This is an optimization exercise on Yosys and OpenROAD, whose aim is small area and a short achievable clock period, not a production implementation.
Function was checked by simulation only, so behaviour that the tests miss may differ from the original.

==> design/flow/design.v <==
module DOUBLY_PIPELINE(clk,xi,yi,r,ang,xf,yf);
input signed [15:0] xi,yi;
input clk;
output signed [15:0] r,ang;
output signed [15:0] xf,yf;
reg signed [15:0] xr, yr;
reg signed [15:0] a2,a3,a4,a5,a6,a7,a8;
reg signed [15:0] b2,b3,b4,b5,b6,b7;
reg        t2;
reg [1:0]  t3;
reg [2:0]  t4;
reg [3:0]  t5;
reg [4:0]  t6;
reg [5:0]  t7;
reg [5:0]  t8;
reg signed [15:0] x2,x3,x4,x5,x6,x7,x8;
reg signed [15:0] y2,y3,y4,y5,y6,y7,y8;
reg signed [15:0] r_q, xf_q, yf_q;
reg [13:0] ang_q;
reg svn2, svn3, svn4, svn5, svn6;         
reg dxn1, dxn2, dxn3, dxn4, dxn5, dxn6;   
wire [15:0] sc_r, sc_x, sc_y;
scale16 u_sr(.v(a8), .q(sc_r));
scale16 u_sx(.v(x8), .q(sc_x));
scale16 u_sy(.v(y8), .q(sc_y));
wire signed [15:0] a1, b1;
wire c_a1, c_b1;
add_skl16 u_a1(.a(xr), .b(yr), .cin(1'b0), .s(a1), .cout(c_a1));
add_skl16 u_b1(.a(yr), .b(~xr), .cin(1'b1), .s(b1), .cout(c_b1));
wire signed [15:0] sh_a2 = b1 >>> 1;
wire [15:0] n_a2; wire co_a2;
add_skl16 u_a2(.a(a1), .b(sh_a2 ^ {16{b1[15]}}), .cin(b1[15]), .s(n_a2), .cout(co_a2));
wire signed [15:0] sh_b2 = a1 >>> 1;
wire [15:0] n_b2; wire co_b2;
add_skl16 u_b2(.a(b1), .b(sh_b2 ^ {16{~b1[15]}}), .cin(~b1[15]), .s(n_b2), .cout(co_b2));
wire signed [15:0] sh_x2 = b1 >>> 1;
wire [15:0] n_x2; wire co_x2;
add_skl16 u_x2(.a(a1), .b(sh_x2 ^ {16{~dxn1}}), .cin(~dxn1), .s(n_x2), .cout(co_x2));
wire signed [15:0] sh_y2 = a1 >>> 1;
wire [15:0] n_y2; wire co_y2;
add_skl16 u_y2(.a(b1), .b(sh_y2 ^ {16{~t3[0]}}), .cin(~t3[0]), .s(n_y2), .cout(co_y2));
wire signed [15:0] sh_a3 = b2 >>> 2;
wire [15:0] n_a3; wire co_a3;
add_skl10 u_a3(.a(a2), .b(sh_a3 ^ {16{b2[15]}}), .cin(b2[15]), .s(n_a3), .cout(co_a3));
wire signed [15:0] sh_b3 = a2 >>> 2;
wire [15:0] n_b3; wire co_b3;
add_skl10 u_b3(.a(b2), .b(sh_b3 ^ {16{svn2}}), .cin(svn2), .s(n_b3), .cout(co_b3));
wire signed [15:0] sh_a4 = b3 >>> 3;
wire [15:0] n_a4; wire co_a4;
add_skl10 u_a4(.a(a3), .b(sh_a4 ^ {16{b3[15]}}), .cin(b3[15]), .s(n_a4), .cout(co_a4));
wire signed [15:0] sh_b4 = a3 >>> 3;
wire [15:0] n_b4; wire co_b4;
add_skl10 u_b4(.a(b3), .b(sh_b4 ^ {16{svn3}}), .cin(svn3), .s(n_b4), .cout(co_b4));
wire signed [15:0] sh_a5 = b4 >>> 4;
wire [15:0] n_a5; wire co_a5;
add_skl10 u_a5(.a(a4), .b(sh_a5 ^ {16{b4[15]}}), .cin(b4[15]), .s(n_a5), .cout(co_a5));
wire signed [15:0] sh_b5 = a4 >>> 4;
wire [15:0] n_b5; wire co_b5;
add_skl10 u_b5(.a(b4), .b(sh_b5 ^ {16{svn4}}), .cin(svn4), .s(n_b5), .cout(co_b5));
wire signed [15:0] sh_a6 = b5 >>> 5;
wire [15:0] n_a6; wire co_a6;
add_skl10 u_a6(.a(a5), .b(sh_a6 ^ {16{b5[15]}}), .cin(b5[15]), .s(n_a6), .cout(co_a6));
wire signed [15:0] sh_b6 = a5 >>> 5;
wire [15:0] n_b6; wire co_b6;
add_skl10 u_b6(.a(b5), .b(sh_b6 ^ {16{svn5}}), .cin(svn5), .s(n_b6), .cout(co_b6));
wire signed [15:0] sh_a7 = b6 >>> 6;
wire [15:0] n_a7; wire co_a7;
add_skl10 u_a7(.a(a6), .b(sh_a7 ^ {16{b6[15]}}), .cin(b6[15]), .s(n_a7), .cout(co_a7));
wire signed [15:0] sh_b7 = a6 >>> 6;
wire [15:0] n_b7; wire co_b7;
add_skl10 u_b7(.a(b6), .b(sh_b7 ^ {16{svn6}}), .cin(svn6), .s(n_b7), .cout(co_b7));
wire signed [15:0] sh_a8 = b7 >>> 7;
wire [15:0] n_a8; wire co_a8;
add_skl10 u_a8(.a(a7), .b(sh_a8 ^ {16{b7[15]}}), .cin(b7[15]), .s(n_a8), .cout(co_a8));
wire signed [15:0] sh_x3 = y2 >>> 2;
wire [15:0] n_x3; wire co_x3;
add_skl10 u_x3(.a(x2), .b(sh_x3 ^ {16{~dxn2}}), .cin(~dxn2), .s(n_x3), .cout(co_x3));
wire signed [15:0] sh_y3 = x2 >>> 2;
wire [15:0] n_y3; wire co_y3;
add_skl10 u_y3(.a(y2), .b(sh_y3 ^ {16{~t4[1]}}), .cin(~t4[1]), .s(n_y3), .cout(co_y3));
wire signed [15:0] sh_x4 = y3 >>> 3;
wire [15:0] n_x4; wire co_x4;
add_skl10 u_x4(.a(x3), .b(sh_x4 ^ {16{~dxn3}}), .cin(~dxn3), .s(n_x4), .cout(co_x4));
wire signed [15:0] sh_y4 = x3 >>> 3;
wire [15:0] n_y4; wire co_y4;
add_skl10 u_y4(.a(y3), .b(sh_y4 ^ {16{~t5[2]}}), .cin(~t5[2]), .s(n_y4), .cout(co_y4));
wire signed [15:0] sh_x5 = y4 >>> 4;
wire [15:0] n_x5; wire co_x5;
add_skl10 u_x5(.a(x4), .b(sh_x5 ^ {16{~dxn4}}), .cin(~dxn4), .s(n_x5), .cout(co_x5));
wire signed [15:0] sh_y5 = x4 >>> 4;
wire [15:0] n_y5; wire co_y5;
add_skl10 u_y5(.a(y4), .b(sh_y5 ^ {16{~t6[3]}}), .cin(~t6[3]), .s(n_y5), .cout(co_y5));
wire signed [15:0] sh_x6 = y5 >>> 5;
wire [15:0] n_x6; wire co_x6;
add_skl10 u_x6(.a(x5), .b(sh_x6 ^ {16{~dxn5}}), .cin(~dxn5), .s(n_x6), .cout(co_x6));
wire signed [15:0] sh_y6 = x5 >>> 5;
wire [15:0] n_y6; wire co_y6;
add_skl10 u_y6(.a(y5), .b(sh_y6 ^ {16{~t7[4]}}), .cin(~t7[4]), .s(n_y6), .cout(co_y6));
wire signed [15:0] sh_x7 = y6 >>> 6;
wire [15:0] n_x7; wire co_x7;
add_skl10 u_x7(.a(x6), .b(sh_x7 ^ {16{~dxn6}}), .cin(~dxn6), .s(n_x7), .cout(co_x7));
wire signed [15:0] sh_y7 = x6 >>> 6;
wire [15:0] n_y7; wire co_y7;
add_skl10 u_y7(.a(y6), .b(sh_y7 ^ {16{~t8[5]}}), .cin(~t8[5]), .s(n_y7), .cout(co_y7));
wire signed [15:0] sh_x8 = y7 >>> 7;
wire [15:0] n_x8; wire co_x8;
add_skl10 u_x8(.a(x7), .b(sh_x8 ^ {16{1'b1}}), .cin(1'b1), .s(n_x8), .cout(co_x8));
wire signed [15:0] sh_y8 = x7 >>> 7;
wire [15:0] n_y8; wire co_y8;
add_skl10 u_y8(.a(y7), .b(sh_y8 ^ {16{1'b0}}), .cin(1'b0), .s(n_y8), .cout(co_y8));
wire [13:0] ang_half = 14'd4928 - (t8[0] ? 14'd2657 : 14'd0) - (t8[1] ? 14'd1404 : 14'd0)
                     - (t8[2] ? 14'd713 : 14'd0) - (t8[3] ? 14'd358 : 14'd0)
                     - (t8[4] ? 14'd179 : 14'd0) - (t8[5] ? 14'd89 : 14'd0);
always @(posedge clk) begin
  xr <= xi;
  yr <= yi;
  a2 <= n_a2; b2 <= n_b2;
  a3 <= n_a3; b3 <= n_b3;
  a4 <= n_a4; b4 <= n_b4;
  a5 <= n_a5; b5 <= n_b5;
  a6 <= n_a6; b6 <= n_b6;
  a7 <= n_a7; b7 <= n_b7;
  a8 <= n_a8;
  t2 <= b1[15];
  t3 <= {b2[15], t2};
  t4 <= {b3[15], t3};
  t5 <= {b4[15], t4};
  t6 <= {b5[15], t5};
  t7 <= {b6[15], t6};
  t8 <= t7;
  x2 <= n_x2; y2 <= n_y2;
  x3 <= n_x3; y3 <= n_y3;
  x4 <= n_x4; y4 <= n_y4;
  x5 <= n_x5; y5 <= n_y5;
  x6 <= n_x6; y6 <= n_y6;
  x7 <= n_x7; y7 <= n_y7;
  x8 <= n_x8; y8 <= n_y8;
  r_q   <= sc_r;
  xf_q  <= sc_x;
  yf_q  <= sc_y;
  ang_q <= ang_half;
  svn2 <= ~n_b2[15];
  svn3 <= ~n_b3[15];
  svn4 <= ~n_b4[15];
  svn5 <= ~n_b5[15];
  svn6 <= ~n_b6[15];
  dxn1 <= ~t2;
  dxn2 <= ~t3[1];
  dxn3 <= ~t4[2];
  dxn4 <= ~t5[3];
  dxn5 <= ~t6[4];
  dxn6 <= ~t7[5];
end
assign r = r_q;
assign xf = xf_q;
assign yf = yf_q;
assign ang = {ang_q[13], ang_q, 1'b0};
endmodule
module add_skl10(input [15:0] a, b, input cin, output [15:0] s, output cout);
wire [15:0] p = a ^ b; wire [15:0] g = a & b;
wire gg0 = g[0] | (p[0] & cin);
wire gg1 = g[2] | (p[2] & g[1]); wire pp1 = p[2] & p[1];
wire gg2 = g[4] | (p[4] & g[3]); wire pp2 = p[4] & p[3];
wire gg3 = g[6] | (p[6] & g[5]); wire pp3 = p[6] & p[5];
wire gg4 = g[8] | (p[8] & g[7]); wire pp4 = p[8] & p[7];
wire gg5 = g[1] | (p[1] & gg0);
wire gg6 = gg1 | (pp1 & gg0);
wire gg7 = g[5] | (p[5] & gg2); wire pp7 = p[5] & pp2;
wire gg8 = gg3 | (pp3 & gg2); wire pp8 = pp3 & pp2;
wire gg9 = g[9] | (p[9] & gg4); wire pp9 = p[9] & pp4;
wire gg10 = g[3] | (p[3] & gg6);
wire gg11 = gg2 | (pp2 & gg6);
wire gg12 = gg7 | (pp7 & gg6);
wire gg13 = gg8 | (pp8 & gg6);
wire gg14 = g[7] | (p[7] & gg13);
wire gg15 = gg4 | (pp4 & gg13);
wire gg16 = gg9 | (pp9 & gg13);
assign s[0] = p[0] ^ cin;
assign s[1] = p[1] ^ gg0;
assign s[2] = p[2] ^ gg5;
assign s[3] = p[3] ^ gg6;
assign s[4] = p[4] ^ gg10;
assign s[5] = p[5] ^ gg11;
assign s[6] = p[6] ^ gg12;
assign s[7] = p[7] ^ gg13;
assign s[8] = p[8] ^ gg14;
assign s[9] = p[9] ^ gg15;
wire [16:10] c; assign c[10] = gg16;
assign s[10] = a[10]^b[10]^c[10]; assign c[11] = (a[10]&b[10]) | (c[10]&(a[10]^b[10]));
assign s[11] = a[11]^b[11]^c[11]; assign c[12] = (a[11]&b[11]) | (c[11]&(a[11]^b[11]));
assign s[12] = a[12]^b[12]^c[12]; assign c[13] = (a[12]&b[12]) | (c[12]&(a[12]^b[12]));
assign s[13] = a[13]^b[13]^c[13]; assign c[14] = (a[13]&b[13]) | (c[13]&(a[13]^b[13]));
assign s[14] = a[14]^b[14]^c[14]; assign c[15] = (a[14]&b[14]) | (c[14]&(a[14]^b[14]));
assign s[15] = a[15]^b[15]^c[15]; assign c[16] = (a[15]&b[15]) | (c[15]&(a[15]^b[15]));
assign cout = c[16];
endmodule
module add_skl16(input [15:0] a, b, input cin, output [15:0] s, output cout);
wire [15:0] p = a ^ b; wire [15:0] g = a & b;
wire gg0 = g[0] | (p[0] & cin);
wire gg1 = g[2] | (p[2] & g[1]); wire pp1 = p[2] & p[1];
wire gg2 = g[4] | (p[4] & g[3]); wire pp2 = p[4] & p[3];
wire gg3 = g[6] | (p[6] & g[5]); wire pp3 = p[6] & p[5];
wire gg4 = g[8] | (p[8] & g[7]); wire pp4 = p[8] & p[7];
wire gg5 = g[10] | (p[10] & g[9]); wire pp5 = p[10] & p[9];
wire gg6 = g[12] | (p[12] & g[11]); wire pp6 = p[12] & p[11];
wire gg7 = g[14] | (p[14] & g[13]); wire pp7 = p[14] & p[13];
wire gg8 = g[1] | (p[1] & gg0);
wire gg9 = gg1 | (pp1 & gg0);
wire gg10 = g[5] | (p[5] & gg2); wire pp10 = p[5] & pp2;
wire gg11 = gg3 | (pp3 & gg2); wire pp11 = pp3 & pp2;
wire gg12 = g[9] | (p[9] & gg4); wire pp12 = p[9] & pp4;
wire gg13 = gg5 | (pp5 & gg4); wire pp13 = pp5 & pp4;
wire gg14 = g[13] | (p[13] & gg6); wire pp14 = p[13] & pp6;
wire gg15 = gg7 | (pp7 & gg6); wire pp15 = pp7 & pp6;
wire gg16 = g[3] | (p[3] & gg9);
wire gg17 = gg2 | (pp2 & gg9);
wire gg18 = gg10 | (pp10 & gg9);
wire gg19 = gg11 | (pp11 & gg9);
wire gg20 = g[11] | (p[11] & gg13); wire pp20 = p[11] & pp13;
wire gg21 = gg6 | (pp6 & gg13); wire pp21 = pp6 & pp13;
wire gg22 = gg14 | (pp14 & gg13); wire pp22 = pp14 & pp13;
wire gg23 = gg15 | (pp15 & gg13); wire pp23 = pp15 & pp13;
wire gg24 = g[7] | (p[7] & gg19);
wire gg25 = gg4 | (pp4 & gg19);
wire gg26 = gg12 | (pp12 & gg19);
wire gg27 = gg13 | (pp13 & gg19);
wire gg28 = gg20 | (pp20 & gg19);
wire gg29 = gg21 | (pp21 & gg19);
wire gg30 = gg22 | (pp22 & gg19);
wire gg31 = gg23 | (pp23 & gg19);
wire gg32 = g[15] | (p[15] & gg31);
assign s[0] = p[0] ^ cin;
assign s[1] = p[1] ^ gg0;
assign s[2] = p[2] ^ gg8;
assign s[3] = p[3] ^ gg9;
assign s[4] = p[4] ^ gg16;
assign s[5] = p[5] ^ gg17;
assign s[6] = p[6] ^ gg18;
assign s[7] = p[7] ^ gg19;
assign s[8] = p[8] ^ gg24;
assign s[9] = p[9] ^ gg25;
assign s[10] = p[10] ^ gg26;
assign s[11] = p[11] ^ gg27;
assign s[12] = p[12] ^ gg28;
assign s[13] = p[13] ^ gg29;
assign s[14] = p[14] ^ gg30;
assign s[15] = p[15] ^ gg31;
assign cout = gg32;
endmodule
module scale16(input [15:0] v, output [15:0] q);
wire [15:0] nv = ~v;
wire fs0 = v[13] ^ v[7]; wire fc0 = v[13] & v[7];
wire fs1 = v[14] ^ v[8] ^ v[5]; wire fc1 = (v[14] & v[8]) | (v[14] & v[5]) | (v[8] & v[5]);
wire fs2 = nv[12] ^ nv[10]; wire fc2 = nv[12] & nv[10];
wire fs3 = v[9] ^ v[6] ^ nv[15]; wire fc3 = (v[9] & v[6]) | (v[9] & nv[15]) | (v[6] & nv[15]);
wire fs4 = v[13] ^ v[11] ^ v[3]; wire fc4 = (v[13] & v[11]) | (v[13] & v[3]) | (v[11] & v[3]);
wire fs5 = v[10] ^ v[7] ^ nv[14]; wire fc5 = (v[10] & v[7]) | (v[10] & nv[14]) | (v[7] & nv[14]);
wire fs6 = nv[12] ^ nv[4]; wire fc6 = nv[12] & nv[4];
wire fs7 = v[15] ^ v[11] ^ v[8]; wire fc7 = (v[15] & v[11]) | (v[15] & v[8]) | (v[11] & v[8]);
wire fs8 = v[13] ^ v[5] ^ v[3]; wire fc8 = (v[13] & v[5]) | (v[13] & v[3]) | (v[5] & v[3]);
wire fs9 = v[12] ^ v[9] ^ nv[14]; wire fc9 = (v[12] & v[9]) | (v[12] & nv[14]) | (v[9] & nv[14]);
wire fs10 = nv[6] ^ nv[4]; wire fc10 = nv[6] & nv[4];
wire fs11 = v[15] ^ v[13] ^ v[10]; wire fc11 = (v[15] & v[13]) | (v[15] & v[10]) | (v[13] & v[10]);
wire fs12 = v[14] ^ v[11] ^ v[0]; wire fc12 = (v[14] & v[11]) | (v[14] & v[0]) | (v[11] & v[0]);
wire fs13 = v[12] ^ v[1]; wire fc13 = v[12] & v[1];
wire fs14 = v[13] ^ v[2] ^ v[0]; wire fc14 = (v[13] & v[2]) | (v[13] & v[0]) | (v[2] & v[0]);
wire fs15 = v[14] ^ v[3] ^ v[1]; wire fc15 = (v[14] & v[3]) | (v[14] & v[1]) | (v[3] & v[1]);
wire fs16 = v[15] ^ nv[11]; wire fc16 = v[15] & nv[11];
wire fs17 = v[4] ^ v[2] ^ nv[15]; wire fc17 = (v[4] & v[2]) | (v[4] & nv[15]) | (v[2] & nv[15]);
wire fs18 = v[5] ^ v[3]; wire fc18 = v[5] & v[3];
wire fs19 = v[6] ^ v[4]; wire fc19 = v[6] & v[4];
wire fs20 = v[11] ^ v[5] ^ v[2]; wire fc20 = (v[11] & v[5]) | (v[11] & v[2]) | (v[5] & v[2]);
wire fs21 = v[12] ^ v[6] ^ v[3]; wire fc21 = (v[12] & v[6]) | (v[12] & v[3]) | (v[6] & v[3]);
wire fs22 = nv[10] ^ nv[8]; wire fc22 = nv[10] & nv[8];
wire fs23 = fs0 ^ v[4] ^ nv[11]; wire fc23 = (fs0 & v[4]) | (fs0 & nv[11]) | (v[4] & nv[11]);
wire fs24 = v[9] ^ v[1] ^ v[15]; wire fc24 = (v[9] & v[1]) | (v[9] & v[15]) | (v[1] & v[15]);
wire fs25 = fc0 ^ fs1 ^ fs2; wire fc25 = (fc0 & fs1) | (fc0 & fs2) | (fs1 & fs2);
wire fs26 = v[2] ^ v[0] ^ ~1'b1; wire fc26 = (v[2] & v[0]) | (v[2] & ~1'b1) | (v[0] & ~1'b1);
wire fs27 = fc1 ^ fc2 ^ fs3; wire fc27 = (fc1 & fc2) | (fc1 & fs3) | (fc2 & fs3);
wire fs28 = fs4 ^ v[1] ^ ~1'b1; wire fc28 = (fs4 & v[1]) | (fs4 & ~1'b1) | (v[1] & ~1'b1);
wire fs29 = fc3 ^ fs5 ^ fs6; wire fc29 = (fc3 & fs5) | (fc3 & fs6) | (fs5 & fs6);
wire fs30 = fc4 ^ v[2] ^ ~1'b1; wire fc30 = (fc4 & v[2]) | (fc4 & ~1'b1) | (v[2] & ~1'b1);
wire fs31 = fc5 ^ fc6 ^ fs7; wire fc31 = (fc5 & fc6) | (fc5 & fs7) | (fc6 & fs7);
wire fs32 = fs8 ^ v[0] ^ ~1'b1; wire fc32 = (fs8 & v[0]) | (fs8 & ~1'b1) | (v[0] & ~1'b1);
wire fs33 = fc7 ^ fs9 ^ fs10; wire fc33 = (fc7 & fs9) | (fc7 & fs10) | (fs9 & fs10);
wire fs34 = fc8 ^ v[1] ^ ~1'b1; wire fc34 = (fc8 & v[1]) | (fc8 & ~1'b1) | (v[1] & ~1'b1);
wire fs35 = fc9 ^ fc10 ^ fs11; wire fc35 = (fc9 & fc10) | (fc9 & fs11) | (fc10 & fs11);
wire fs36 = v[7] ^ v[5] ^ v[2]; wire fc36 = (v[7] & v[5]) | (v[7] & v[2]) | (v[5] & v[2]);
wire fs37 = fc11 ^ fs12 ^ nv[8]; wire fc37 = (fc11 & fs12) | (fc11 & nv[8]) | (fs12 & nv[8]);
wire fs38 = v[6] ^ v[3] ^ ~1'b1; wire fc38 = (v[6] & v[3]) | (v[6] & ~1'b1) | (v[3] & ~1'b1);
wire fs39 = fc12 ^ fs13 ^ nv[15]; wire fc39 = (fc12 & fs13) | (fc12 & nv[15]) | (fs13 & nv[15]);
wire fs40 = v[9] ^ v[7] ^ v[4]; wire fc40 = (v[9] & v[7]) | (v[9] & v[4]) | (v[7] & v[4]);
wire fs41 = fc13 ^ fs14 ^ nv[10]; wire fc41 = (fc13 & fs14) | (fc13 & nv[10]) | (fs14 & nv[10]);
wire fs42 = v[8] ^ v[5] ^ ~1'b1; wire fc42 = (v[8] & v[5]) | (v[8] & ~1'b1) | (v[5] & ~1'b1);
wire fs43 = fc14 ^ fs15 ^ fs16; wire fc43 = (fc14 & fs15) | (fc14 & fs16) | (fs15 & fs16);
wire fs44 = v[9] ^ v[6] ^ ~1'b1; wire fc44 = (v[9] & v[6]) | (v[9] & ~1'b1) | (v[6] & ~1'b1);
wire fs45 = fc15 ^ fc16 ^ fs17; wire fc45 = (fc15 & fc16) | (fc15 & fs17) | (fc16 & fs17);
wire fs46 = v[12] ^ v[10] ^ v[7]; wire fc46 = (v[12] & v[10]) | (v[12] & v[7]) | (v[10] & v[7]);
wire fs47 = fc17 ^ fs18 ^ nv[13]; wire fc47 = (fc17 & fs18) | (fc17 & nv[13]) | (fs18 & nv[13]);
wire fs48 = v[11] ^ v[8] ^ ~1'b1; wire fc48 = (v[11] & v[8]) | (v[11] & ~1'b1) | (v[8] & ~1'b1);
wire fs49 = fc18 ^ fs19 ^ nv[14]; wire fc49 = (fc18 & fs19) | (fc18 & nv[14]) | (fs19 & nv[14]);
wire fs50 = v[12] ^ v[9] ^ ~1'b1; wire fc50 = (v[12] & v[9]) | (v[12] & ~1'b1) | (v[9] & ~1'b1);
wire fs51 = fc19 ^ v[15] ^ v[7]; wire fc51 = (fc19 & v[15]) | (fc19 & v[7]) | (v[15] & v[7]);
wire fs52 = nv[5] ^ v[13] ^ v[10]; wire fc52 = (nv[5] & v[13]) | (nv[5] & v[10]) | (v[13] & v[10]);
wire fs53 = v[8] ^ v[6] ^ nv[14]; wire fc53 = (v[8] & v[6]) | (v[8] & nv[14]) | (v[6] & nv[14]);
wire fs54 = nv[11] ^ 1'b1; wire fc54 = nv[11] & 1'b1;
wire fs55 = v[15] ^ v[9] ^ v[7]; wire fc55 = (v[15] & v[9]) | (v[15] & v[7]) | (v[9] & v[7]);
wire fs56 = v[10] ^ v[8]; wire fc56 = v[10] & v[8];
wire fs57 = v[11] ^ v[9]; wire fc57 = v[11] & v[9];
wire fs58 = fs20 ^ nv[9]; wire fc58 = fs20 & nv[9];
wire fs59 = fc20 ^ fs21 ^ fs22; wire fc59 = (fc20 & fs21) | (fc20 & fs22) | (fs21 & fs22);
wire fs60 = fc21 ^ fc22 ^ fs23; wire fc60 = (fc21 & fc22) | (fc21 & fs23) | (fc22 & fs23);
wire fs61 = fc23 ^ fs25 ^ ~fc24; wire fc61 = (fc23 & fs25) | (fc23 & ~fc24) | (fs25 & ~fc24);
wire fs62 = fc25 ^ fs27 ^ ~fc26; wire fc62 = (fc25 & fs27) | (fc25 & ~fc26) | (fs27 & ~fc26);
wire fs63 = fc27 ^ fs29 ^ ~fc28; wire fc63 = (fc27 & fs29) | (fc27 & ~fc28) | (fs29 & ~fc28);
wire fs64 = fc29 ^ fs31 ^ ~fc30; wire fc64 = (fc29 & fs31) | (fc29 & ~fc30) | (fs31 & ~fc30);
wire fs65 = fc31 ^ fs33 ^ ~fc32; wire fc65 = (fc31 & fs33) | (fc31 & ~fc32) | (fs33 & ~fc32);
wire fs66 = fc33 ^ fs35 ^ ~fc34; wire fc66 = (fc33 & fs35) | (fc33 & ~fc34) | (fs35 & ~fc34);
wire fs67 = fc35 ^ fs37 ^ ~fc36; wire fc67 = (fc35 & fs37) | (fc35 & ~fc36) | (fs37 & ~fc36);
wire fs68 = fc37 ^ fs39 ^ ~fc38; wire fc68 = (fc37 & fs39) | (fc37 & ~fc38) | (fs39 & ~fc38);
wire fs69 = fc39 ^ fs41 ^ ~fc40; wire fc69 = (fc39 & fs41) | (fc39 & ~fc40) | (fs41 & ~fc40);
wire fs70 = fc41 ^ fs43 ^ ~fc42; wire fc70 = (fc41 & fs43) | (fc41 & ~fc42) | (fs43 & ~fc42);
wire fs71 = fc43 ^ fs45 ^ ~fc44; wire fc71 = (fc43 & fs45) | (fc43 & ~fc44) | (fs45 & ~fc44);
wire fs72 = fc45 ^ fs47 ^ ~fc46; wire fc72 = (fc45 & fs47) | (fc45 & ~fc46) | (fs47 & ~fc46);
wire fs73 = fc47 ^ fs49 ^ ~fc48; wire fc73 = (fc47 & fs49) | (fc47 & ~fc48) | (fs49 & ~fc48);
wire fs74 = fc49 ^ fs51 ^ ~fc50; wire fc74 = (fc49 & fs51) | (fc49 & ~fc50) | (fs51 & ~fc50);
wire fs75 = fc51 ^ fs53 ^ fs54; wire fc75 = (fc51 & fs53) | (fc51 & fs54) | (fs53 & fs54);
wire fs76 = fc53 ^ fc54 ^ fs55; wire fc76 = (fc53 & fc54) | (fc53 & fs55) | (fc54 & fs55);
wire fs77 = fc55 ^ fs56 ^ nv[13]; wire fc77 = (fc55 & fs56) | (fc55 & nv[13]) | (fs56 & nv[13]);
wire fs78 = fc56 ^ fs57 ^ nv[14]; wire fc78 = (fc56 & fs57) | (fc56 & nv[14]) | (fs57 & nv[14]);
wire fs79 = fc57 ^ v[15] ^ v[12]; wire fc79 = (fc57 & v[15]) | (fc57 & v[12]) | (v[15] & v[12]);
wire fs80 = v[13] ^ v[11]; wire fc80 = v[13] & v[11];
wire fs81 = v[14] ^ v[12]; wire fc81 = v[14] & v[12];
wire fs82 = fs58 ^ nv[7]; wire fc82 = fs58 & nv[7];
wire fs83 = fc58 ^ fs59 ^ nv[0]; wire fc83 = (fc58 & fs59) | (fc58 & nv[0]) | (fs59 & nv[0]);
wire fs84 = fc59 ^ fs60 ^ ~fs24; wire fc84 = (fc59 & fs60) | (fc59 & ~fs24) | (fs60 & ~fs24);
wire fs85 = fc60 ^ fs61 ^ ~fs26; wire fc85 = (fc60 & fs61) | (fc60 & ~fs26) | (fs61 & ~fs26);
wire fs86 = fc61 ^ fs62 ^ ~fs28; wire fc86 = (fc61 & fs62) | (fc61 & ~fs28) | (fs62 & ~fs28);
wire fs87 = fc62 ^ fs63 ^ ~fs30; wire fc87 = (fc62 & fs63) | (fc62 & ~fs30) | (fs63 & ~fs30);
wire fs88 = fc63 ^ fs64 ^ ~fs32; wire fc88 = (fc63 & fs64) | (fc63 & ~fs32) | (fs64 & ~fs32);
wire fs89 = fc64 ^ fs65 ^ ~fs34; wire fc89 = (fc64 & fs65) | (fc64 & ~fs34) | (fs65 & ~fs34);
wire fs90 = fc65 ^ fs66 ^ ~fs36; wire fc90 = (fc65 & fs66) | (fc65 & ~fs36) | (fs66 & ~fs36);
wire fs91 = fc66 ^ fs67 ^ ~fs38; wire fc91 = (fc66 & fs67) | (fc66 & ~fs38) | (fs67 & ~fs38);
wire fs92 = fc67 ^ fs68 ^ ~fs40; wire fc92 = (fc67 & fs68) | (fc67 & ~fs40) | (fs68 & ~fs40);
wire fs93 = fc68 ^ fs69 ^ ~fs42; wire fc93 = (fc68 & fs69) | (fc68 & ~fs42) | (fs69 & ~fs42);
wire fs94 = fc69 ^ fs70 ^ ~fs44; wire fc94 = (fc69 & fs70) | (fc69 & ~fs44) | (fs70 & ~fs44);
wire fs95 = fc70 ^ fs71 ^ ~fs46; wire fc95 = (fc70 & fs71) | (fc70 & ~fs46) | (fs71 & ~fs46);
wire fs96 = fc71 ^ fs72 ^ ~fs48; wire fc96 = (fc71 & fs72) | (fc71 & ~fs48) | (fs72 & ~fs48);
wire fs97 = fc72 ^ fs73 ^ ~fs50; wire fc97 = (fc72 & fs73) | (fc72 & ~fs50) | (fs73 & ~fs50);
wire fs98 = fc73 ^ fs74 ^ ~fs52; wire fc98 = (fc73 & fs74) | (fc73 & ~fs52) | (fs74 & ~fs52);
wire fs99 = fc74 ^ fs75 ^ ~fc52; wire fc99 = (fc74 & fs75) | (fc74 & ~fc52) | (fs75 & ~fc52);
wire fs100 = fc75 ^ fs76 ^ nv[12]; wire fc100 = (fc75 & fs76) | (fc75 & nv[12]) | (fs76 & nv[12]);
wire fs101 = fc76 ^ fs77 ^ 1'b1; wire fc101 = (fc76 & fs77) | (fc76 & 1'b1) | (fs77 & 1'b1);
wire fs102 = fc77 ^ fs78 ^ 1'b1; wire fc102 = (fc77 & fs78) | (fc77 & 1'b1) | (fs78 & 1'b1);
wire fs103 = fc78 ^ fs79 ^ v[10]; wire fc103 = (fc78 & fs79) | (fc78 & v[10]) | (fs79 & v[10]);
wire fs104 = fc79 ^ fs80 ^ 1'b1; wire fc104 = (fc79 & fs80) | (fc79 & 1'b1) | (fs80 & 1'b1);
wire fs105 = fc80 ^ fs81 ^ 1'b1; wire fc105 = (fc80 & fs81) | (fc80 & 1'b1) | (fs81 & 1'b1);
wire fs106 = fc81 ^ v[13] ^ nv[15]; wire fc106 = (fc81 & v[13]) | (fc81 & nv[15]) | (v[13] & nv[15]);
wire fs107 = v[14] ^ 1'b1; wire fc107 = v[14] & 1'b1;
wire [27:0] ra = {1'b1, fc107, fc106, fc105, fc104, fc103, fc102, fc101, fc100, fc99, fc98, fc97, fc96, fc95, fc94, fc93, fc92, fc91, fc90, fc89, fc88, fc87, fc86, fc85, fc84, fc83, fc82, fs82};
wire [27:0] rb = {1'b0, nv[15], fs107, fs106, fs105, fs104, fs103, fs102, fs101, fs100, fs99, fs98, fs97, fs96, fs95, fs94, fs93, fs92, fs91, fs90, fs89, fs88, fs87, fs86, fs85, fs84, fs83, 1'b1};
wire [27:0] rs; wire rco;
scale16_fin u_fin(.a(ra), .b(rb), .cin(1'b0), .s(rs), .cout(rco));
assign q = rs[27:12];
endmodule
module scale16_fin(input [27:0] a, b, input cin, output [27:0] s, output cout);
wire [27:0] p = a ^ b; wire [27:0] g = a & b;
wire gg0 = g[0] | (p[0] & cin);
wire gg1 = g[2] | (p[2] & g[1]); wire pp1 = p[2] & p[1];
wire gg2 = g[4] | (p[4] & g[3]); wire pp2 = p[4] & p[3];
wire gg3 = g[6] | (p[6] & g[5]); wire pp3 = p[6] & p[5];
wire gg4 = g[8] | (p[8] & g[7]); wire pp4 = p[8] & p[7];
wire gg5 = g[10] | (p[10] & g[9]); wire pp5 = p[10] & p[9];
wire gg6 = g[12] | (p[12] & g[11]); wire pp6 = p[12] & p[11];
wire gg7 = g[14] | (p[14] & g[13]); wire pp7 = p[14] & p[13];
wire gg8 = g[16] | (p[16] & g[15]); wire pp8 = p[16] & p[15];
wire gg9 = g[18] | (p[18] & g[17]); wire pp9 = p[18] & p[17];
wire gg10 = g[20] | (p[20] & g[19]); wire pp10 = p[20] & p[19];
wire gg11 = g[22] | (p[22] & g[21]); wire pp11 = p[22] & p[21];
wire gg12 = g[24] | (p[24] & g[23]); wire pp12 = p[24] & p[23];
wire gg13 = g[26] | (p[26] & g[25]); wire pp13 = p[26] & p[25];
wire gg14 = g[1] | (p[1] & gg0);
wire gg15 = gg1 | (pp1 & gg0);
wire gg16 = g[5] | (p[5] & gg2); wire pp16 = p[5] & pp2;
wire gg17 = gg3 | (pp3 & gg2); wire pp17 = pp3 & pp2;
wire gg18 = g[9] | (p[9] & gg4); wire pp18 = p[9] & pp4;
wire gg19 = gg5 | (pp5 & gg4); wire pp19 = pp5 & pp4;
wire gg20 = g[13] | (p[13] & gg6); wire pp20 = p[13] & pp6;
wire gg21 = gg7 | (pp7 & gg6); wire pp21 = pp7 & pp6;
wire gg22 = g[17] | (p[17] & gg8); wire pp22 = p[17] & pp8;
wire gg23 = gg9 | (pp9 & gg8); wire pp23 = pp9 & pp8;
wire gg24 = g[21] | (p[21] & gg10); wire pp24 = p[21] & pp10;
wire gg25 = gg11 | (pp11 & gg10); wire pp25 = pp11 & pp10;
wire gg26 = g[25] | (p[25] & gg12); wire pp26 = p[25] & pp12;
wire gg27 = gg13 | (pp13 & gg12); wire pp27 = pp13 & pp12;
wire gg28 = g[3] | (p[3] & gg15);
wire gg29 = gg2 | (pp2 & gg15);
wire gg30 = gg16 | (pp16 & gg15);
wire gg31 = gg17 | (pp17 & gg15);
wire gg32 = g[11] | (p[11] & gg19); wire pp32 = p[11] & pp19;
wire gg33 = gg6 | (pp6 & gg19); wire pp33 = pp6 & pp19;
wire gg34 = gg20 | (pp20 & gg19); wire pp34 = pp20 & pp19;
wire gg35 = gg21 | (pp21 & gg19); wire pp35 = pp21 & pp19;
wire gg36 = g[19] | (p[19] & gg23); wire pp36 = p[19] & pp23;
wire gg37 = gg10 | (pp10 & gg23); wire pp37 = pp10 & pp23;
wire gg38 = gg24 | (pp24 & gg23); wire pp38 = pp24 & pp23;
wire gg39 = gg25 | (pp25 & gg23); wire pp39 = pp25 & pp23;
wire gg40 = g[27] | (p[27] & gg27); wire pp40 = p[27] & pp27;
wire gg41 = g[7] | (p[7] & gg31);
wire gg42 = gg4 | (pp4 & gg31);
wire gg43 = gg18 | (pp18 & gg31);
wire gg44 = gg19 | (pp19 & gg31);
wire gg45 = gg32 | (pp32 & gg31);
wire gg46 = gg33 | (pp33 & gg31);
wire gg47 = gg34 | (pp34 & gg31);
wire gg48 = gg35 | (pp35 & gg31);
wire gg49 = g[23] | (p[23] & gg39); wire pp49 = p[23] & pp39;
wire gg50 = gg12 | (pp12 & gg39); wire pp50 = pp12 & pp39;
wire gg51 = gg26 | (pp26 & gg39); wire pp51 = pp26 & pp39;
wire gg52 = gg27 | (pp27 & gg39); wire pp52 = pp27 & pp39;
wire gg53 = gg40 | (pp40 & gg39); wire pp53 = pp40 & pp39;
wire gg54 = g[15] | (p[15] & gg48);
wire gg55 = gg8 | (pp8 & gg48);
wire gg56 = gg22 | (pp22 & gg48);
wire gg57 = gg23 | (pp23 & gg48);
wire gg58 = gg36 | (pp36 & gg48);
wire gg59 = gg37 | (pp37 & gg48);
wire gg60 = gg38 | (pp38 & gg48);
wire gg61 = gg39 | (pp39 & gg48);
wire gg62 = gg49 | (pp49 & gg48);
wire gg63 = gg50 | (pp50 & gg48);
wire gg64 = gg51 | (pp51 & gg48);
wire gg65 = gg52 | (pp52 & gg48);
wire gg66 = gg53 | (pp53 & gg48);
assign s[0] = p[0] ^ cin;
assign s[1] = p[1] ^ gg0;
assign s[2] = p[2] ^ gg14;
assign s[3] = p[3] ^ gg15;
assign s[4] = p[4] ^ gg28;
assign s[5] = p[5] ^ gg29;
assign s[6] = p[6] ^ gg30;
assign s[7] = p[7] ^ gg31;
assign s[8] = p[8] ^ gg41;
assign s[9] = p[9] ^ gg42;
assign s[10] = p[10] ^ gg43;
assign s[11] = p[11] ^ gg44;
assign s[12] = p[12] ^ gg45;
assign s[13] = p[13] ^ gg46;
assign s[14] = p[14] ^ gg47;
assign s[15] = p[15] ^ gg48;
assign s[16] = p[16] ^ gg54;
assign s[17] = p[17] ^ gg55;
assign s[18] = p[18] ^ gg56;
assign s[19] = p[19] ^ gg57;
assign s[20] = p[20] ^ gg58;
assign s[21] = p[21] ^ gg59;
assign s[22] = p[22] ^ gg60;
assign s[23] = p[23] ^ gg61;
assign s[24] = p[24] ^ gg62;
assign s[25] = p[25] ^ gg63;
assign s[26] = p[26] ^ gg64;
assign s[27] = p[27] ^ gg65;
assign cout = gg66;
endmodule
==> design/flow/flow/run.sh <==
#!/bin/bash
set -euo pipefail
export BUFFER_PORTS_ARGS="-buffer_cell sky130_fd_sc_hd__buf_2"
bash standard.sh > standard_flow.log 2>&1
==> design/flow/standard.sh <==
#!/bin/bash
# synth_recipe.tcl (not shown) runs the flow's synth.tcl, then flattens the netlist and writes it again
# the make line also repeats each setting of config.mk as NAME=value (left out here)
make -C /OpenROAD-flow-scripts/flow DESIGN_CONFIG=/design/flow/config.mk WORK_HOME=/design/flow/orfs CLKGATE_MAP_FILE= SYNTH_SCRIPT=/design/flow/synth_recipe.tcl "${@:-finish}"
==> design/flow/config.mk <==
export PLATFORM = sky130hd
export DESIGN_NAME = DOUBLY_PIPELINE
export DESIGN_NICKNAME = DOUBLY_PIPELINE
export VERILOG_FILES = /design/flow/design.v
export SDC_FILE = /design/flow/constraint.sdc
export NUM_CORES = 4
export LEC_CHECK = 0
export CAP_MARGIN = 20
export CORE_MARGIN = 2
export CORE_UTILIZATION = 65
export CTS_CLUSTER_DIAMETER = 200
export CTS_CLUSTER_SIZE = 25
export PLACE_DENSITY = 0.75
export SLEW_MARGIN = 20
==> design/flow/constraint.sdc <==
create_clock -name core_clock -period 22.0 [get_ports {clk}]
set_input_delay 4.4000 -clock core_clock [delete_from_list [all_inputs] [get_ports {clk}]]
set_output_delay 4.4000 -clock core_clock [all_outputs]
set_load 0.01 [all_outputs]
==> notes.md, run 1 <==
The maximum buffer depth of the clock tree was 3. The tightest min-delay check is of the flip-flop to flip-flop type.

The startpoint identified for the worst register-to-register timing path is a8[15]. The share of the clock period used by the worst path after layout is 25.9%, and the count of warnings emitted by yosys is 1. The aggregate global-route resource usage is 24.3%. The layer flagged by global routing as most heavily used is met2.

The startpoint identified for the worst hold timing path is t6[2]. In the layout the commonest cells are 733 x sky130_fd_sc_hd__inv_1, 557 x sky130_fd_sc_hd__dfxtp_1, 523 x sky130_fd_sc_hd__ha_1. For the final database, setup skew stands at 0.0228 ns. In the global route stage, met3 resource usage came out at 2.32%. The most critical setup path has its startpoint at a8[15]. Global routing consumed, on the met1 layer, 27.8% of the routing resources. Timing analysis after detailed placement gives a worst setup slack of 16.27 ns. For the worst setup path, the data required time is 22.49 ns.

The met2 capacity usage during global routing is 45.9%. After Yosys synthesis, and, or, nand and nor cells account for 3.72% of the synthesized area. For the count of hold-fix buffers inserted at cts, the log shows 0.

The synthesized netlist devotes 7.23% of its cell area to compound gates. The clock root buffer is sky130_fd_sc_hd__clkbuf_16. The total overflow left after global routing is 0. The tools report the number of fill cells in the layout as 4,476. The run gives 0.60 ns as the latest clock arrival within the worst-skew pair. In this run, CTS created clock tree buffers numbering 26. Counting flops and latches in the post-synthesis netlist gives 557. The floorplan step defined a die boundary enclosing 0.0613 mm². The repair_antennas step left the layout with diodes totalling 0.

TritonCTS built the clock tree. The final max-slew violation count came out at 0. The clock slew seen by the registers of the worst setup and hold paths is 0.11 ns, and the share of synthesized cell area in full adder, half adder and majority cells is 38.7%. The via count of the first global-routing pass is 24,900.

The number of buffers inserted by post-CTS setup repair was 0; the count of pins on the block boundary was 97. The tool flagged a number of max-cap violations equal to 0. Entering global routing, the biggest net connects 31 pins.

Counting every sink on the clock net gives 557. The total count of hold-check failures in the final report is 0, and the number of buffers inserted by port buffering is 95. The number of rows created at floorplan is 89, and the count of nets after finishing is 4,620.

By area, the combinational part of the netlist is dominated by adder cells. The number of iterations in the first detailed-routing pass was 5. Once the clock tree was built, the resizer swapped 0 gates to a different size. The initial standard-cell utilization of the core came out at 65.6%. The tools report the detailed-placement wirelength estimate as 61,800 µm. In the synthesized netlist the async set-or-reset flop fraction comes to 0%. Yosys mapped the design onto 74 distinct sky130hd cell types.

The number of nets with antenna violations after routing was 0; the highest clock rate was 0.175 GHz. For this run, design rule violations remaining after detail routing come to 0. Dominant register cell in the synthesized netlist: sky130_fd_sc_hd__dfxtp_1. Across all layers, the routed design uses 22,600 vias.

The area added between synthesis and finish is 5.17%, and the worst hold-check slack is 0.325 ns. STA puts the critical path data arrival time at 6.20 ns. The via density per instance was 5.12; the multiplexer share of the synthesized area was 0.399%. Measured against its own limit, the worst slew margin works out to 39.3%. The number of synthesized flops with an enable pin came out at 0. The congestion estimate from routability-driven global placement came to 0.913. The actual slew at the worst max-slew pin was 0.907 ns. Cells with a size suffix above 1 make up 4.66% of the layout.

For this block, the routed nets add up to 71,900 µm of wire. Measured along the x axis, the die boundary spans 248 µm. Classification of the worst setup path: flip-flop to flip-flop. The accumulated negative setup slack was 0 ns; the xor/xnor share of the synthesized area was 13.4%. The share of synthesized area occupied by flip-flops and latches came out at 28.9%.

The worst setup path is captured at a flip-flop. After synthesis the cells add up to 0.0386 mm². The flow ran to the end and the layout has no timing, DRC or antenna violations. In the final routed layout, each cell accounts on average for 16.3 µm.

The most common cell after layout, fill and taps aside was sky130_fd_sc_hd__inv_1. The tools report the non-filler instance count after layout as 4,419. Setup violations remaining at the end of the flow were counted as 0. Setup repair after global routing left no endpoint under its margin. The average cell area after synthesis is 10.8 µm², and the iteration-0 DRC count of the detailed router is 603. STA classifies the critical path startpoint as a flip-flop. The number of instances in the synthesized netlist came out at 3,560.

Measured along the y axis, the die boundary spans 248 µm. The total area inside the core boundary comes to 0.0588 mm². The initial antenna violation count is 0. The minimum clock period after layout was 5.71 ns; the worst setup slack after layout was 16.29 ns.

The placed instance count was 4,390. The first global-routing pass estimated 119,000 µm of wire. The peak fanout along the critical path is 8. The H-tree level count is 1. Counting every net in the synthesized netlist gives 4,535.
-- final timing paths --
| kind | to | slack, ns | depth (start not counted) |
|---|---|---|---|
| worst max-delay path | r_q[14] | 16.29 | 16 |
| worst min-delay path | t7[2] | 0.32 | 0 |
| worst max register to register | r_q[14] | 16.29 | 16 |
| worst min register to register | t7[2] | 0.32 | 0 |
-- through the flow --
step | instance area, µm² | utilization [%]
2_1_floorplan | 38600 | -
6_report | 40600 | 69.0
3_3_place_gp | 39900 | 67.8
4_1_cts | 40600 | 69.0
3_5_place_dp | 39900 | 67.8
5_1_grt | 40600 | 69.0
-- per-layer routing --
layer	routed length, µm	share of wire, %	up-vias
met2	37500	52	301
met5	0	0	-
met1	29300	41	11000
met4	3260	4.5	0
met3	1850	2.6	155
li1	-	-	11200
-- cell families (layout without fill, tap and decap cells) --
kind of cell / Yosys count / count (layout)
other: 1 / 1
buffers and inverters: 778 / 864
adder cells (fa/ha/maj): 942 / 942
flip-flops: 557 / 557
AO/OA/AOI/OAI: 396 / 396
AND/OR/NAND/NOR: 285 / 285
multiplexers: 14 / 14
XOR/XNOR: 587 / 587
-- worst max-delay path: stages, from the launching register on --
cell and delay (ns):
sky130_fd_sc_hd__dfxtp_1 0.67, sky130_fd_sc_hd__inv_1 0.30, sky130_fd_sc_hd__fa_1 0.55, sky130_fd_sc_hd__fa_1 0.52, sky130_fd_sc_hd__fa_1 0.52, sky130_fd_sc_hd__inv_1 0.05
sky130_fd_sc_hd__fa_1 0.45, sky130_fd_sc_hd__ha_1 0.21, sky130_fd_sc_hd__or3_1 0.37, sky130_fd_sc_hd__a221oi_1 0.27, sky130_fd_sc_hd__o32ai_1 0.24, sky130_fd_sc_hd__a41o_1 0.31
sky130_fd_sc_hd__a41oi_1 0.27, sky130_fd_sc_hd__a21oi_1 0.17, sky130_fd_sc_hd__a211o_1 0.32, sky130_fd_sc_hd__a21o_1 0.21, sky130_fd_sc_hd__xor2_1 0.14
-- cells in the mapped netlist, types with 24 or more instances --
master / instances / area share, %
sky130_fd_sc_hd__inv_1: 733 / 7.1
sky130_fd_sc_hd__dfxtp_1: 557 / 29
sky130_fd_sc_hd__ha_1: 523 / 17
sky130_fd_sc_hd__fa_1: 419 / 22
sky130_fd_sc_hd__xnor2_1: 307 / 7.0
sky130_fd_sc_hd__xor2_1: 279 / 6.3
sky130_fd_sc_hd__a21oi_1: 114 / 1.5
sky130_fd_sc_hd__a21o_1: 110 / 2.1
sky130_fd_sc_hd__nor2_1: 91 / 0.89
sky130_fd_sc_hd__nand2b_1: 39 / 0.63
sky130_fd_sc_hd__nand2_1: 36 / 0.35
sky130_fd_sc_hd__nor3_1: 31 / 0.40
sky130_fd_sc_hd__o21ai_0: 30 / 0.39
sky130_fd_sc_hd__o21a_1: 29 / 0.56
sky130_fd_sc_hd__o21bai_1: 28 / 0.55
sky130_fd_sc_hd__nor2b_1: 24 / 0.39
-- area by class of cell --
type / count / area, µm² / share of cell area (%)
clock buffers: 27 / 676 / 1.67
clock inverters: 2 / 21.3 / 0.0524
inverters: 734 / 2760 / 6.79
multi-input cells: 2225 / 24500 / 60.3
flip-flops and latches: 557 / 11200 / 27.5
well taps: 773 / 967 / 2.38
repair buffers: 101 / 520 / 1.28
==> run 2: changes to the inputs <==
--- a/design/flow/config.mk
+++ b/design/flow/config.mk
@@ -9,6 +9,5 @@
 export CORE_MARGIN = 2
-export CORE_UTILIZATION = 65
-export CTS_CLUSTER_DIAMETER = 200
-export CTS_CLUSTER_SIZE = 25
-export PLACE_DENSITY = 0.75
+export CORE_UTILIZATION = 40
+export CTS_CLUSTER_DIAMETER = 150
+export CTS_CLUSTER_SIZE = 30
 export SLEW_MARGIN = 20
==> notes.md, run 2 <==
The number of cells on the worst reg-to-reg path came out at 16 (unchanged). The iteration-0 DRC count of the detailed router was 563 (-6.6%); the number of rows created at floorplan was 113 (+27%). In the post-synthesis netlist, the cell with the most instances is sky130_fd_sc_hd__inv_1. The flow ran to the end and the layout has no timing, DRC or antenna violations. The number of cells on the worst hold path works out to 0 (unchanged). Detailed-placement wirelength estimate: 58,000 µm (-6.1%). The area share of the largest cell type after synthesis is 28.9% (unchanged).

The cell type with the highest aggregate area in the netlist is sky130_fd_sc_hd__dfxtp_1. The count of different cell masters after synthesis is 74 (unchanged), and the setup skew after layout is 0.0278 ns (+0.00507 ns). Setup repair after global routing left no endpoint under its margin. Leaving out fill and tap cells, the most frequent cell in the layout is sky130_fd_sc_hd__inv_1. The number of sinks on the clock net is 557 (unchanged). The aggregate global-route resource usage is 14.2% (-10 points).

The run gives 5 (unchanged) as the number of iterations in the first detailed-routing pass. The proportion of layout cells with a drive suffix above 1 was 4.58% (-0.081 points). The aggregate global routing overflow was 0 (unchanged); the share of synthesized area occupied by flip-flops and latches was 28.9% (unchanged). The run gives 0 (unchanged) as the initial antenna violation count. The peak fanout along the critical path is 8 (unchanged), and the number of buffers added by the clock tree synthesis step is 23 (-12%). The area of the die is 0.0989 mm² (+61%), and the count of pins on the block boundary is 97 (unchanged). Share of synthesized flip-flops with an asynchronous set or reset: 0% (unchanged). Share of the clock period used by the worst path after layout: 25.5% (-0.44 points). The H-tree level count came out at 1 (unchanged). The clock slew seen by the registers of the worst setup and hold paths was 0.11 ns (about the same). The tools report the area of the core as 0.0953 mm² (+62%). The startpoint identified for the worst hold timing path is t7[3]. The die boundary height came out at 315 µm (+27%). In this run the worst hold path is classified as flip-flop to flip-flop. The logs give 0.0386 mm² (unchanged) for the netlist area before placement and 4,535 (unchanged) for the synthesized net count. The clock root buffer is sky130_fd_sc_hd__clkbuf_16. The count of warnings emitted by yosys was 1 (unchanged); the mean routed wirelength per cell was 13.8 µm (-15%). The maximum buffer depth of the clock tree is 3 (unchanged). The total setup violations reported at the end of the flow was 0 (unchanged); the die span in x was 315 µm (+27%). The number of nets with antenna violations after routing came out at 0 (unchanged).

The tools report the initial standard-cell utilization of the core as 40.5% (-25 points). The count of nets after finishing is 4,617 (-0.065%). The kind of start point of the critical path is a flip-flop. The wire length of the first global-routing pass was 115,000 µm (-3.4%). By area the synthesized netlist is led by sky130_fd_sc_hd__dfxtp_1 29%, sky130_fd_sc_hd__fa_1 22%, sky130_fd_sc_hd__ha_1 17%. The run gives 0.877 (-3.9%) as the final weighted congestion of routability-driven global placement. TritonCTS built the clock tree. The minimum clock period after layout is 5.61 ns (-0.0969 ns). The logs give 0 (unchanged) for the antenna diode instance count and 0 (unchanged) for the number of buffers inserted by post-CTS setup repair. The total count of hold-check failures in the final report is 0 (unchanged), and the actual slew at the worst max-slew pin is 0.930 ns (+0.0236 ns).

The post-detailed-routing wire length is 67,600 µm (-5.9%), and the number of instances in the synthesized netlist is 3,560 (unchanged). STA classifies the critical path endpoint as a flip-flop. The count of hold-fix buffers inserted at cts was 0 (unchanged). The area added between synthesis and finish was 6.67%; the worst reg-to-reg setup slack was 16.39 ns (+0.10 ns).

The startpoint identified for the worst register-to-register timing path is a8[15]. The final max-slew violation count is 0 (unchanged). The worst hold path terminates at t8[3].

The data required time at the worst endpoint was 22.51 ns (+0.02 ns); the post-cts sizing count was 0 (unchanged). Dominant register cell in the synthesized netlist: sky130_fd_sc_hd__dfxtp_1. The tools report the DRC violations left as 0 (unchanged). Number of storage elements in the synthesis netlist: 557 (unchanged).

In the layout the commonest cells are 733 x sky130_fd_sc_hd__inv_1, 557 x sky130_fd_sc_hd__dfxtp_1, 523 x sky130_fd_sc_hd__ha_1. The via count of the first global-routing pass was 23,100 (-7.4%). The via density per instance is 4.40 (-14%).

The relative slew slack came out at 37.8% (-1.6 points). The run gives 43.2% (-26 points) as the share of the core filled with cells in the final layout. The data arrival time of the critical path was 6.12 ns (-0.08 ns); the accumulated negative setup slack was 0 ns (unchanged).

The number of buffers inserted by port buffering came out at 95 (unchanged). Latest clock arrival within the worst-skew pair: 0.61 ns (about the same). Sorting the synthesized cells by how often they occur yields 733 x sky130_fd_sc_hd__inv_1, 557 x sky130_fd_sc_hd__dfxtp_1, 523 x sky130_fd_sc_hd__ha_1, 419 x sky130_fd_sc_hd__fa_1, 307 x sky130_fd_sc_hd__xnor2_1.

Classification of the worst setup path: flip-flop to flip-flop. The via count came out at 21,600 (-4.6%). The logs give 0 (unchanged) for the count of maximum capacitance violations and 31 (unchanged) for the maximum number of pins on one net before global-route repair. The tools report the capture instance of the worst register-to-register path as r_q[14]. The highest clock rate is 0.178 GHz (+1.7%), and the average cell area after synthesis is 10.8 µm² (unchanged). The number of synthesized flops with an enable pin was 0 (unchanged).
-- run 2: cell counts after synthesis --
Identical to the previous run, type by type.
-- run 2: cell families (layout without fill, tap and decap cells) --
kind of cell	after synthesis	in the layout	share of synthesized area, %
fa+ha+maj	942	942	38.7
buf+inv	778	863	7.66
xor+xnor	587	587	13.4
flops	557	557	28.9
compound gates	396	396	7.23
simple gates	285	285	3.72
mux	14	14	0.399
other cells	1	1	0.00972
-- run 2: worst max path at each step --
stage                 from      end  cells past startpoint
finish              a8[15]  r_q[14]                     16
global route        a8[15]  r_q[15]                     16
CTS                 a8[15]  r_q[14]                     16
detailed placement  a8[15]  r_q[14]                     16
global placement    a8[15]  r_q[14]                     16
floorplan             dxn2   x3[15]                     20
-- run 2: layer usage --
layer,GRT usage (%),vias up,wire length [µm]
met5,0,-,0
met4,3.10,0,1480
met3,1.70,70,1660
met2,25.6,185,33500
met1,18.2,10100,31000
li1,-,11200,-
-- run 2: worst max-delay path, stage by stage (launching register included) --
cell,delay [ns]
sky130_fd_sc_hd__dfxtp_1,0.66
sky130_fd_sc_hd__inv_1,0.27
sky130_fd_sc_hd__fa_1,0.54
sky130_fd_sc_hd__fa_1,0.52
sky130_fd_sc_hd__fa_1,0.51
sky130_fd_sc_hd__inv_1,0.05
sky130_fd_sc_hd__fa_1,0.45
sky130_fd_sc_hd__ha_1,0.22
sky130_fd_sc_hd__or3_1,0.37
sky130_fd_sc_hd__a221oi_1,0.30
sky130_fd_sc_hd__o32ai_1,0.22
sky130_fd_sc_hd__a41o_1,0.30
sky130_fd_sc_hd__a41oi_1,0.28
sky130_fd_sc_hd__a21oi_1,0.17
sky130_fd_sc_hd__a211o_1,0.31
sky130_fd_sc_hd__a21o_1,0.21
sky130_fd_sc_hd__xor2_1,0.14
-- run 2: metrics by stage --
step	area [µm²]	hold WS [ns]	setup slack [ns]	std cells
final	41100	0.317	16.39	4910
after floorplan	38600	0.310	16.95	3560
after CTS	41100	0.312	16.32	4910
after global placement	40500	0.311	16.43	4882
after global routing	41100	0.322	16.06	4910
after detailed placement	40500	0.312	16.34	4882
-- run 2: final cells by class --
cell class,count,area (µm²)
multi-input combinational,2225,24500
clock inverter,3,76.3
clock buffer,25,583
tap,1265,1580
sequential,557,11200
timing repair buffer,101,520
inverter,734,2760
fill,9096,54200
==> run 3: changes to the inputs <==
--- a/design/flow/config.mk
+++ b/design/flow/config.mk
@@ -11,3 +11,3 @@
 export CTS_CLUSTER_DIAMETER = 150
-export CTS_CLUSTER_SIZE = 30
+export CTS_CLUSTER_SIZE = 20
 export SLEW_MARGIN = 20
==> notes.md, run 3 <==
The flow ran to the end and the layout has no timing, DRC or antenna violations. The simple-gate portion of the synthesized area came out at 3.72% (unchanged). The maximum number of pins on one net before global-route repair was 31 (unchanged). The xor/xnor share of the synthesized area was 13.4% (unchanged). The logs give 557 (unchanged) for the number of sinks on the clock net and 22.51 ns (about the same) for the data required time at the worst endpoint.

The number of storage elements in the synthesis netlist came out at 557 (unchanged). The DRC violations left was 0 (unchanged). The share of synthesized area occupied by flip-flops and latches is 28.9% (unchanged).

The tools report the area of the die as 0.0989 mm² (unchanged). Setup repair after global routing left no endpoint under its margin. The average cell area after synthesis was 10.8 µm² (unchanged). The share of the clock period used by the worst path after layout works out to 25.4% (-0.12 points). The detailed-placement wirelength estimate is 58,000 µm (unchanged).

Dominant delay contributor by cell family on the critical path: adder cells. The most repeated cell in the gate-level netlist after synthesis was sky130_fd_sc_hd__inv_1. The mean routed wirelength per cell is 13.8 µm (about the same).

The post-detailed-routing wire length was 67,700 µm (+0.14%). The actual slew at the worst max-slew pin was 0.926 ns (-0.00476 ns). The clock slew seen by the registers of the worst setup and hold paths is 0.09 ns (-0.02 ns).

For the number of buffers inserted by post-CTS setup repair, the log shows 0 (unchanged). The number of instances in the synthesized netlist was 3,560 (unchanged). Relative slew slack: 38.1% (+0.32 points). The count of maximum capacitance violations is 0 (unchanged), and the peak fanout along the critical path is 8 (unchanged). The run gives 6.10 ns (-0.02 ns) as the data arrival time of the critical path. The total setup violations reported at the end of the flow came out at 0 (unchanged). The area share of the largest cell type after synthesis works out to 28.9% (unchanged). Accumulated negative setup slack: 0 ns (unchanged).

The path class of the lowest-slack min-delay path was flip-flop to flip-flop. The cell sitting at the root of the clock tree is a sky130_fd_sc_hd__clkbuf_16. The via count of the first global-routing pass is 23,200 (+0.32%). The tools report the H-tree level count as 1 (unchanged). The library cell used most frequently in the layout, excluding fill and tap cells, is sky130_fd_sc_hd__inv_1. The die span in x was 315 µm (unchanged).

The sum of buffers and inverters on the critical path was 2 (unchanged). The number of buffers inserted by port buffering is 95 (unchanged), and the compound-gate portion of the synthesized area is 7.23% (unchanged). The count of warnings emitted by yosys is 1 (unchanged).

The multiplexer share of the synthesized area is 0.399% (unchanged), and the netlist area before placement is 0.0386 mm² (unchanged). The kind of start point of the critical path is a flip-flop. For the worst reg-to-reg setup slack, the log shows 16.42 ns (+0.03 ns). The logs give 0.0953 mm² (unchanged) for the area of the core and 97 (unchanged) for the count of pins on the block boundary.

The count of nets after finishing was 4,625 (+0.17%). The share of synthesized flip-flops with an asynchronous set or reset is 0% (unchanged). The initial antenna violation count is 0 (unchanged), and the antenna diode instance count is 0 (unchanged).

The critical path goes through inv_1, fa_1, fa_1, fa_1, inv_1, fa_1, ha_1, or3_1, a221oi_1, o32ai_1, a41o_1, a41oi_1, a21oi_1, a211o_1, a21o_1, xor2_1. The run gives 5 (unchanged) as the number of iterations in the first detailed-routing pass. The tools report the total count of hold-check failures in the final report as 0 (unchanged). Minimum clock period after layout: 5.58 ns (-0.0258 ns). Leaving out fill and tap cells, the most frequent cells in the layout are 733 x sky130_fd_sc_hd__inv_1, 557 x sky130_fd_sc_hd__dfxtp_1, 523 x sky130_fd_sc_hd__ha_1.

In this run the worst setup path begins at a8[15]. For the count of different cell masters after synthesis, the log shows 74 (unchanged). The via count is 21,600 (-0.046%). Number of synthesized flops with an enable pin: 0 (unchanged). The number of buffers added by the clock tree synthesis step is 31 (+35%). TritonCTS built the clock tree. Latest clock arrival within the worst-skew pair: 0.62 ns (about the same).

The final weighted congestion of routability-driven global placement is 0.877 (unchanged). The startpoint identified for the worst register-to-register timing path is a8[15].

Dominant register cell in the synthesized netlist: sky130_fd_sc_hd__dfxtp_1. By count the netlist is led by 733 x sky130_fd_sc_hd__inv_1, 557 x sky130_fd_sc_hd__dfxtp_1, 523 x sky130_fd_sc_hd__ha_1, 419 x sky130_fd_sc_hd__fa_1, 307 x sky130_fd_sc_hd__xnor2_1. Cell type with the highest aggregate area in the netlist: sky130_fd_sc_hd__dfxtp_1.

The tools report the startpoint of the lowest-slack hold path as t7[3]. The area added between synthesis and finish is 6.99%. The run gives 14.2% (about the same) as the aggregate global-route resource usage.

The via density per instance is 4.39 (-0.13%), and the wire length of the first global-routing pass is 115,000 µm (+0.27%). The placed instance count was 4,882 (unchanged); the maximum buffer depth of the clock tree was 3 (unchanged). The number of rows created at floorplan was 113 (unchanged). The initial standard-cell utilization of the core is 40.5% (unchanged). The die boundary height came out at 315 µm (unchanged). The run gives 0.0196 ns (-0.00827 ns) as the setup skew after layout. The post-cts sizing count came out at 0 (unchanged). STA classifies the critical path endpoint as a flip-flop. The iteration-0 DRC count of the detailed router came out at 539 (-4.3%).

Cell at the slowest stage of the critical path: sky130_fd_sc_hd__dfxtp_1. The run gives 0.179 GHz (+0.46%) as the highest clock rate. The final max-slew violation count was 0 (unchanged); the aggregate global routing overflow was 0 (unchanged).

Proportion of layout cells with a drive suffix above 1: 4.74% (+0.16 points). Yosys attributes the largest share of cell area to sky130_fd_sc_hd__dfxtp_1 29%, sky130_fd_sc_hd__fa_1 22%, sky130_fd_sc_hd__ha_1 17%. The stage delay of the slowest cell on the critical path is 0.65 ns (about the same). Among the stages of the critical path, the cell type that occurs most often is sky130_fd_sc_hd__fa_1. By area, the combinational part of the netlist is dominated by adder cells.

The run gives 0 (unchanged) as the count of hold-fix buffers inserted at cts. The non-filler instance count after layout came out at 4,914 (+0.081%). The share of synthesized cell area in full adder, half adder and majority cells was 38.7% (unchanged); the number of nets with antenna violations after routing was 0 (unchanged).

The critical path is of the flip-flop to flip-flop type. Synthesized net count: 4,535 (unchanged).
## run 3: metal layers
layer	wire length, µm	vias up	GRT usage [%]
li1	-	11200	-
met1	31200	10100	18.2
met2	33400	186	25.6
met3	1710	81	1.70
met4	1480	0	3.11
met5	0	-	0
## run 3: worst paths after layout
kind              endpoint  cells after the start
setup / recovery   r_q[14]                     16
hold / removal       t8[3]                      0
setup reg to reg   r_q[14]                     16
hold reg to reg      t8[3]                      0
## run 3: final cells by class
type                            instances  area [µm²]
Fill cell                            9077       54000
Multi-Input combinational cell       2225       24500
Sequential cell                       557       11200
Inverter                              734        2760
Tap cell                             1265        1580
Clock buffer                           31         776
Timing Repair Buffer                  101         520
Clock inverter                          1        5.00
## run 3: cell families after synthesis
family | after synthesis
AOI/OAI and AO/OA | 396
xor gates and xnor gates | 587
adders and majority gates | 942
buffers and inverters | 778
DFF | 557
muxes | 14
other | 1
and+or+nand+nor | 285
## run 3: through the flow
stage / area (µm²) / setup slack [ns] / utilization (%) / hold WS [ns]
CTS: 41300 / 16.35 / 43.3 / 0.307
global placement: 40500 / 16.43 / 42.5 / 0.311
detailed placement: 40500 / 16.34 / 42.5 / 0.312
global route: 41300 / 16.07 / 43.3 / 0.308
floorplan: 38600 / 16.95 / - / 0.310
finish: 41300 / 16.42 / 43.3 / 0.315

## what the ideal ports hide
The results above use ideal ports. As a check the final layouts listed here were re-extracted and re-timed, cells and wires unchanged. Step 1 sets driving cells, clkbuf_16 on the clock port and buf_2 on the other inputs (assumed; they add their load-dependent delay and slew). Step 2 moves the port delays by t, midway between the first and last clock arrival at a register: inputs arrive t later, outputs are due t later. That takes back most of the time a late clock gives input paths. Three values: ideal ports, drivers, drivers and shift; two values: the first two.
run	t (ns)	setup slack, ns	worst setup path after step 2	worst register clock-pin slew, ns	pins driven straight from the clock port
run 1	0.654	16.293 / 16.293 / 16.293	register to register	0.11 / 0.11	1
run 2	0.653	16.390 / 16.390 / 16.390	register to register	0.12 / 0.12	1
run 3	0.667	16.416 / 16.416 / 16.416	register to register	0.09 / 0.09	1
After both steps every run listed still meets setup and hold.
